Context: an optimization exercise on an open-source flow, tuned for small area, a short achievable clock period and few clock cycles. The choices shown serve that exercise and are no tape-out recipe. Where RTL was checked, it was by simulation tests only, not by an equivalence proof against the original.

==> flow/design.v (excerpt) <==
module sha256_v2(
    input wire i_clk,
    input wire i_rst,
    input wire i_write,
    input wire [7:0] i_N,
    input wire [8:0] i_bit_miss,
    input wire i_read,
    input wire [31:0] i_data,
    output reg [31:0] o_data,
    output reg o_done
);
For scale: about 1200 flip-flops, roughly 86 I/O pins, ~0.062 mm² of cells after synthesis.
export LEC_CHECK = 0
export ABC_AREA = 1
export CAP_MARGIN = 20
export CORE_MARGIN = 2
export CORE_UTILIZATION = 60
export CTS_CLUSTER_DIAMETER = 100
export CTS_CLUSTER_SIZE = 20
export SLEW_MARGIN = 20
create_clock -name core_clock -period 20.0 [get_ports {i_clk}]
standard.sh (not shown) runs the stock make flow with config.mk's settings and CLKGATE_MAP_FILE= SYNTH_SCRIPT=/design/flow/synth_recipe.tcl, a recipe that flattens the netlist after the stock synthesis.
==> flow/flow/run.sh <==
#!/bin/bash
# Layout flow: the standard synthesis, then the standard layout with
# the timing repair told to keep a setup margin, so that it closes the design
# at a shorter period than the 20 ns constraint, and with the ports buffered
# by plain buffers (which the repair may then resize); the flip-flops that
# drive output ports are placed next to the ports' buffers. Each step's full
# output goes to a log file of its own here.
set -euo pipefail
MARGIN=14.9
bash standard.sh synth > synth.log 2>&1
bash standard.sh SETUP_SLACK_MARGIN=$MARGIN "BUFFER_PORTS_ARGS=-buffer_cell sky130_fd_sc_hd__buf_2" "POST_GLOBAL_PLACE_TCL=$PWD/flow/place_io_flops.tcl" "CTS_ARGS=-sink_clustering_enable -repair_clock_nets -sink_clustering_size 20 -sink_clustering_max_diameter 100 -dont_use_dummy_load" finish > layout.log 2>&1
==> flow/flow/place_io_flops.tcl <==
# After global placement: put each flip-flop that drives an output port's
# buffer next to that buffer, so the flop-to-port path has a short wire.
# Detailed placement legalizes the moved cells afterwards.
set block [ord::get_db_block]
set moved 0
foreach bterm [$block getBTerms] {
  if {[$bterm getIoType] ne "OUTPUT"} { continue }
  set net [$bterm getNet]
  if {$net eq "NULL"} { continue }
  set buf ""
  foreach it [$net getITerms] {
    if {[$it isOutputSignal]} { set buf [$it getInst] }
  }
  if {$buf eq ""} { continue }
  set ff ""
  foreach it [$buf getITerms] {
    if {![$it isInputSignal]} { continue }
    set n2 [$it getNet]
    if {$n2 eq "NULL"} { continue }
    foreach jt [$n2 getITerms] {
      if {[$jt isOutputSignal] && [[[$jt getInst] getMaster] isSequential]} { set ff [$jt getInst] }
    }
  }
  if {$ff eq ""} { continue }
  set loc [$buf getLocation]
  $ff setLocation [lindex $loc 0] [lindex $loc 1]
  incr moved
}
puts "place_io_flops: moved $moved flip-flops next to their output buffers"
The first run completed with no timing, DRC or antenna violations.
Rerun with:
==> flow/flow/run.sh (replaced) <==
#!/bin/bash
# Layout flow: the standard synthesis, then the standard layout with
# the timing repair told to keep a setup margin, so that it closes the design
# at a shorter period than the 20 ns constraint, and with the ports buffered
# by plain buffers (which the repair may then resize); the flip-flops that
# drive output ports are placed next to the ports' buffers. Each step's full
# output goes to a log file of its own here. The repair after global routing
# keeps a larger margin, for what detailed routing adds.
set -euo pipefail
MARGIN=14.9
GRT_MARGIN=15.05
bash standard.sh synth > synth.log 2>&1
ARGS=("BUFFER_PORTS_ARGS=-buffer_cell sky130_fd_sc_hd__buf_2" "POST_GLOBAL_PLACE_TCL=$PWD/flow/place_io_flops.tcl" "CTS_ARGS=-sink_clustering_enable -repair_clock_nets -sink_clustering_size 20 -sink_clustering_max_diameter 100 -dont_use_dummy_load")
bash standard.sh SETUP_SLACK_MARGIN=$MARGIN "${ARGS[@]}" cts > layout.log 2>&1
bash standard.sh SETUP_SLACK_MARGIN=$GRT_MARGIN "${ARGS[@]}" finish > layout2.log 2>&1
Cell area rose by 0.86%.
Worst hold slack barely changes.
Via count rose by 0.77%.
Critical path depth fell by 13.
Fmax rose by 2.0%.
Synthesized cell count does not change.
Rerun with:
==> flow/flow/run.sh (replaced) <==
#!/bin/bash
# Layout flow: the standard synthesis, then the standard layout with
# the timing repair told to keep a setup margin, so that it closes the design
# at a shorter period than the 20 ns constraint, and with the ports buffered
# by plain buffers (which the repair may then resize). Each step's full
# output goes to a log file of its own here. The repair after global routing
# keeps a larger margin, for what detailed routing adds.
set -euo pipefail
MARGIN=14.9
GRT_MARGIN=15.05
bash standard.sh synth > synth.log 2>&1
ARGS=("BUFFER_PORTS_ARGS=-buffer_cell sky130_fd_sc_hd__buf_2" "CTS_ARGS=-sink_clustering_enable -repair_clock_nets -sink_clustering_size 20 -sink_clustering_max_diameter 100 -dont_use_dummy_load")
bash standard.sh SETUP_SLACK_MARGIN=$MARGIN "${ARGS[@]}" cts > layout.log 2>&1
bash standard.sh SETUP_SLACK_MARGIN=$GRT_MARGIN "${ARGS[@]}" finish > layout2.log 2>&1
removed: flow/flow/place_io_flops.tcl
The new run passed the timing, design-rule and antenna checks.
Via count stays flat.
Die area is unchanged.
Clock-buffer cell count does not change.
Global-route usage hardly moves.
Setup slack got worse by 100 ps.
First-iteration DRC count falls by 3.0%.
Wire length stays flat.
Area after synthesis does not change.
Rerun with:
==> flow/flow/run.sh (replaced) <==
#!/bin/bash
# Layout flow: the standard synthesis, then the standard layout with
# the timing repair told to keep a setup margin, so that it closes the design
# at a shorter period than the 20 ns constraint, and with the ports buffered
# by plain buffers (which the repair may then resize). Each step's full
# output goes to a log file of its own here.
set -euo pipefail
MARGIN=14.9
bash standard.sh synth > synth.log 2>&1
bash standard.sh SETUP_SLACK_MARGIN=$MARGIN MATCH_CELL_FOOTPRINT=0 "BUFFER_PORTS_ARGS=-buffer_cell sky130_fd_sc_hd__buf_2" "CTS_ARGS=-sink_clustering_enable -repair_clock_nets -sink_clustering_size 20 -sink_clustering_max_diameter 100 -dont_use_dummy_load" finish > layout.log 2>&1
Effect: Clock-buffer cell count shrinks by 1; sequential cell count stays the same; cell area went down by 0.63%; non-clock buffer count came out lower by 17.
No run of this note included a check of the RTL's function; only the layout flow was run.


run 1:
sha256_v2, a different RTL version from the one above (not shown whole).
Size in the first run: about 1,200 flip-flops, about 86 I/O pins.
==> flow/config.mk <==
export PLATFORM = sky130hd
export DESIGN_NAME = sha256_v2
export DESIGN_NICKNAME = sha256_v2
export VERILOG_FILES = /design/flow/design.v
export SDC_FILE = /design/flow/constraint.sdc
export NUM_CORES = 8
export LEC_CHECK = 0
export ABC_AREA = 1
export CAP_MARGIN = 20
export CORE_MARGIN = 2
export CORE_UTILIZATION = 65
export CTS_CLUSTER_DIAMETER = 100
export CTS_CLUSTER_SIZE = 20
export SLEW_MARGIN = 20
==> flow/constraint.sdc <==
create_clock -name core_clock -period 20.0 [get_ports {i_clk}]
set_input_delay 4.0000 -clock core_clock [delete_from_list [all_inputs] [get_ports {i_clk}]]
set_output_delay 4.0000 -clock core_clock [all_outputs]
set_load 0.01 [all_outputs]
==> flow/flow/run.sh <==
#!/bin/bash
# Layout flow: the standard synthesis, then the standard layout with
# the timing repair told to keep a setup margin, so that it closes the design
# at a shorter period than the 20 ns constraint, and with the ports buffered
# by plain buffers (which the repair may then resize). Each step's full
# output goes to a log file of its own here.
set -euo pipefail
MARGIN=14.9
bash standard.sh synth > synth.log 2>&1
bash standard.sh SETUP_SLACK_MARGIN=$MARGIN MATCH_CELL_FOOTPRINT=0 "BUFFER_PORTS_ARGS=-buffer_cell sky130_fd_sc_hd__buf_2" "CTS_ARGS=-sink_clustering_enable -repair_clock_nets -sink_clustering_size 20 -sink_clustering_max_diameter 100 -dont_use_dummy_load" finish > layout.log 2>&1
Testbench counts of run 1, summed over its fixed seeds: cycles 12,948.
Inputs modified between run 1 and run 2:
Settings: a change of CORE_UTILIZATION from 65 to 60.
### Flow results
Run 1 ended up with fewer cell instances than run 2 did.
Taking run 2 over run 1, the global-route wire length before repair ratio works out to 0.948.
Summary of the comparison: initial standard-cell utilization of the core is lower in run 2, relative to run 1.
Sequential portion of the cell area: run 2 vs run 1 — no meaningful difference
In the tables for run 1 and run 2, die span in y reads lower with run 1.
[run 2] share of the core filled with cells fell 5.1 points relative to run 1


nickel:
Another version of the RTL of sha256_v2 (not shown whole).
For scale: ~6400 cells after synthesis, roughly 1200 flip-flops, roughly 86 I/O pins.
Settings: LEC_CHECK=0, ABC_AREA=1, CAP_MARGIN=20, CORE_MARGIN=2, CORE_UTILIZATION=60, CTS_CLUSTER_DIAMETER=100, CTS_CLUSTER_SIZE=20, SLEW_MARGIN=20; clock period 20.0 ns.
Scripts as last shown in full above: flow/flow/run.sh
For yarrow, these inputs were changed with respect to nickel:
==> flow/flow/run.sh <==
#!/bin/bash
# Layout flow: the standard synthesis, then the standard layout with
# the timing repair told to keep a setup margin, so that it closes the design
# at a shorter period than the 20 ns constraint, and with the ports buffered
# by plain buffers (which the repair may then resize); the flip-flops that
# drive output ports are placed next to the ports' buffers. Each step's full
# output goes to a log file of its own here. The repair after global routing
# keeps a larger margin, for what detailed routing adds.
set -euo pipefail
MARGIN=14.9
GRT_MARGIN=15.05
bash standard.sh synth > synth.log 2>&1
ARGS=("MATCH_CELL_FOOTPRINT=0" "BUFFER_PORTS_ARGS=-buffer_cell sky130_fd_sc_hd__buf_2" "POST_GLOBAL_PLACE_TCL=$PWD/flow/place_io_flops.tcl" "CTS_ARGS=-sink_clustering_enable -repair_clock_nets -sink_clustering_size 20 -sink_clustering_max_diameter 100 -dont_use_dummy_load")
bash standard.sh SETUP_SLACK_MARGIN=$MARGIN "${ARGS[@]}" cts > layout.log 2>&1
bash standard.sh SETUP_SLACK_MARGIN=$GRT_MARGIN "${ARGS[@]}" finish > layout2.log 2>&1
==> flow/flow/place_io_flops.tcl (new file) <==
# After global placement: put each flip-flop that drives an output port's
# buffer next to that buffer, so the flop-to-port path has a short wire.
# Detailed placement legalizes the moved cells afterwards.
set block [ord::get_db_block]
set moved 0
foreach bterm [$block getBTerms] {
  if {[$bterm getIoType] ne "OUTPUT"} { continue }
  set net [$bterm getNet]
  if {$net eq "NULL"} { continue }
  set buf ""
  foreach it [$net getITerms] {
    if {[$it isOutputSignal]} { set buf [$it getInst] }
  }
  if {$buf eq ""} { continue }
  set ff ""
  foreach it [$buf getITerms] {
    if {![$it isInputSignal]} { continue }
    set n2 [$it getNet]
    if {$n2 eq "NULL"} { continue }
    foreach jt [$n2 getITerms] {
      if {[$jt isOutputSignal] && [[[$jt getInst] getMaster] isSequential]} { set ff [$jt getInst] }
    }
  }
  if {$ff eq ""} { continue }
  set loc [$buf getLocation]
  $ff setLocation [lindex $loc 0] [lindex $loc 1]
  incr moved
}
puts "place_io_flops: moved $moved flip-flops next to their output buffers"
### Flow results
The flow did not stop early for yarrow: all stages ran, and the layout cleared the timing, design-rule and antenna checks.
Diff nickel -> yarrow: design area up 550 um^2, core utilization up 0.53 points.
Run comparison: yarrow worst setup path startpoint o_data[0]; nickel worst setup path startpoint o_data[4]
#### Input delta (maple over yarrow)
diff --git a/flow/flow/run.sh b/flow/flow/run.sh
--- a/flow/flow/run.sh
+++ b/flow/flow/run.sh
@@ -3,6 +3,6 @@
 # the timing repair told to keep a setup margin, so that it closes the design
 # at a shorter period than the 20 ns constraint, and with the ports buffered
-# by plain buffers (which the repair may then resize); the flip-flops that
-# drive output ports are placed next to the ports' buffers. Each step's full
+# by plain buffers (which the repair may then resize); each output port's
+# buffer, and the flip-flop driving it, are placed at the port. Each step's full
 # output goes to a log file of its own here. The repair after global routing
 # keeps a larger margin, for what detailed routing adds.
==> flow/flow/place_io_flops.tcl <==
# After global placement: put each output port's buffer at the port's pin,
# and the flip-flop that drives it right next to it, so both wires on the
# flop-to-port path are short. Detailed placement legalizes them afterwards.
set block [ord::get_db_block]
set core [$block getCoreArea]
set moved 0
proc clampv {v lo hi} { expr {$v < $lo ? $lo : ($v > $hi ? $hi : $v)} }
foreach bterm [$block getBTerms] {
  if {[$bterm getIoType] ne "OUTPUT"} { continue }
  set net [$bterm getNet]
  if {$net eq "NULL"} { continue }
  set buf ""
  foreach it [$net getITerms] {
    if {[$it isOutputSignal]} { set buf [$it getInst] }
  }
  if {$buf eq ""} { continue }
  set ff ""
  foreach it [$buf getITerms] {
    if {![$it isInputSignal]} { continue }
    set n2 [$it getNet]
    if {$n2 eq "NULL"} { continue }
    foreach jt [$n2 getITerms] {
      if {[$jt isOutputSignal] && [[[$jt getInst] getMaster] isSequential]} { set ff [$jt getInst] }
    }
  }
  set pins [$bterm getBPins]
  if {![llength $pins]} { continue }
  set box [[lindex $pins 0] getBBox]
  set px [expr {([$box xMin] + [$box xMax]) / 2}]
  set py [expr {([$box yMin] + [$box yMax]) / 2}]
  set x [clampv $px [$core xMin] [expr {[$core xMax] - [[$buf getMaster] getWidth]}]]
  set y [clampv $py [$core yMin] [expr {[$core yMax] - [[$buf getMaster] getHeight]}]]
  $buf setLocation $x $y
  if {$ff ne ""} {
    # one cell-width further into the core
    set dx [expr {$px <= [$core xMin] ? 1 : ($px >= [$core xMax] ? -1 : 0)}]
    set dy [expr {$py <= [$core yMin] ? 1 : ($py >= [$core yMax] ? -1 : 0)}]
    set fx [clampv [expr {$x + $dx * [[$buf getMaster] getWidth]}] [$core xMin] [expr {[$core xMax] - [[$ff getMaster] getWidth]}]]
    set fy [clampv [expr {$y + $dy * [[$buf getMaster] getHeight]}] [$core yMin] [expr {[$core yMax] - [[$ff getMaster] getHeight]}]]
    $ff setLocation $fx $fy
    incr moved
  }
}
puts "place_io_flops: moved $moved output flip-flops and their buffers to the ports"
- From yarrow to maple, post-synthesis cell area did not move at all.
- In the flow results for yarrow and maple, the total met2 wirelength after detailed routing is larger on maple.
- The final clock skew of maple is higher than that of yarrow.
- maple completed every stage of the flow, and the final layout passed the timing, design-rule and antenna checks.
- Between yarrow and maple, the design area figures differ only marginally.
- Going from yarrow to maple, footprint of the multi-input gates stayed essentially flat, global-route usage stayed essentially flat, critical path depth in cells stayed essentially flat, clock-buffer cell count fell by 2, number of vias after detailed routing stayed essentially flat.
- There was hardly any difference in final routed wirelength across all metal layers between maple and yarrow.
> inputs changed (maple -> raven)
==> flow/flow/run.sh <==
#!/bin/bash
# Layout flow: the standard synthesis, then the standard layout with
# the timing repair told to keep a setup margin, so that it closes the design
# at a shorter period than the 20 ns constraint, and with the ports buffered
# by plain buffers (which the repair may then resize); the flip-flops that
# drive output ports are placed next to the ports' buffers. Each step's full
# output goes to a log file of its own here. The repair after global routing
# keeps a larger margin, for what detailed routing adds.
set -euo pipefail
MARGIN=14.9
GRT_MARGIN=15.1
bash standard.sh synth > synth.log 2>&1
ARGS=("MATCH_CELL_FOOTPRINT=0" "BUFFER_PORTS_ARGS=-buffer_cell sky130_fd_sc_hd__buf_2" "POST_GLOBAL_PLACE_TCL=$PWD/flow/place_io_flops.tcl" "CTS_ARGS=-sink_clustering_enable -repair_clock_nets -sink_clustering_size 20 -sink_clustering_max_diameter 100 -dont_use_dummy_load")
bash standard.sh SETUP_SLACK_MARGIN=$MARGIN "${ARGS[@]}" cts > layout.log 2>&1
bash standard.sh SETUP_SLACK_MARGIN=$GRT_MARGIN "${ARGS[@]}" finish > layout2.log 2>&1
==> flow/flow/place_io_flops.tcl <==
# After global placement: put each flip-flop that drives an output port's
# buffer next to that buffer, so the flop-to-port path has a short wire.
# Detailed placement legalizes the moved cells afterwards.
set block [ord::get_db_block]
set moved 0
foreach bterm [$block getBTerms] {
  if {[$bterm getIoType] ne "OUTPUT"} { continue }
  set net [$bterm getNet]
  if {$net eq "NULL"} { continue }
  set buf ""
  foreach it [$net getITerms] {
    if {[$it isOutputSignal]} { set buf [$it getInst] }
  }
  if {$buf eq ""} { continue }
  set ff ""
  foreach it [$buf getITerms] {
    if {![$it isInputSignal]} { continue }
    set n2 [$it getNet]
    if {$n2 eq "NULL"} { continue }
    foreach jt [$n2 getITerms] {
      if {[$jt isOutputSignal] && [[[$jt getInst] getMaster] isSequential]} { set ff [$jt getInst] }
    }
  }
  if {$ff eq ""} { continue }
  set loc [$buf getLocation]
  $ff setLocation [lindex $loc 0] [lindex $loc 1]
  incr moved
}
puts "place_io_flops: moved $moved flip-flops next to their output buffers"
==> comparison <==
- Total of fill cells in the finished design: raven vs maple down 106
- Compared with maple, in raven wire length increased 840 um; detailed route wirelength on metal3 up about 9%; cell area shows an increase of 0.74%; number of buffers added on ports essentially unchanged.
- Side by side, non-clock buffer count turned out higher in raven than in maple.
- Going from maple to raven, sequential share of layout area dropped 0.31 points, maximum frequency from static timing analysis went down 0.33%.
Function was not checked in any run of this note: the RTL went through the layout flow alone.

static timing again, ports no longer ideal:
Ports are ideal in the flow. The routed layouts listed here were re-timed in OpenROAD. Step 1, drivers: a clkbuf_16 drives i_clk and a buf_2 each remaining input, both assumed. Step 2, shift: input delay + t, output delay - t, t = (earliest + latest rising clock arrival at the registers) / 2. This alone moves slack from input paths to output paths. a / b / c = no drivers / after step 1 / after step 2; a / b = the first two.
run	t (ns)	setup WS [ns]	worst setup path at the end
the first run of note 1	0.728	14.784 / 14.784 / 14.302	input to register
the second run of note 1	0.728	14.884 / 14.806 / 14.192	input to register
the third run of note 1	0.740	14.780 / 14.701 / 14.327	input to register
the fourth run of note 1	0.744	14.813 / 14.730 / 14.292	input to register
run 1	0.734	14.873 / 14.792 / 14.333	input to register
run 2	0.730	14.873 / 14.798 / 14.314	input to register
nickel	0.735	14.811 / 14.732 / 14.318	input to register
yarrow	0.741	14.827 / 14.746 / 14.357	input to register
maple	0.728	14.847 / 14.766 / 14.393	input to register
raven	0.739	14.830 / 14.750 / 14.368	input to register
After both steps setup and hold are still met in every run listed. For the second run of note 1, which loses most, drivers alone change the setup slack by -0.078 ns; drivers and shift together by -0.692 ns.
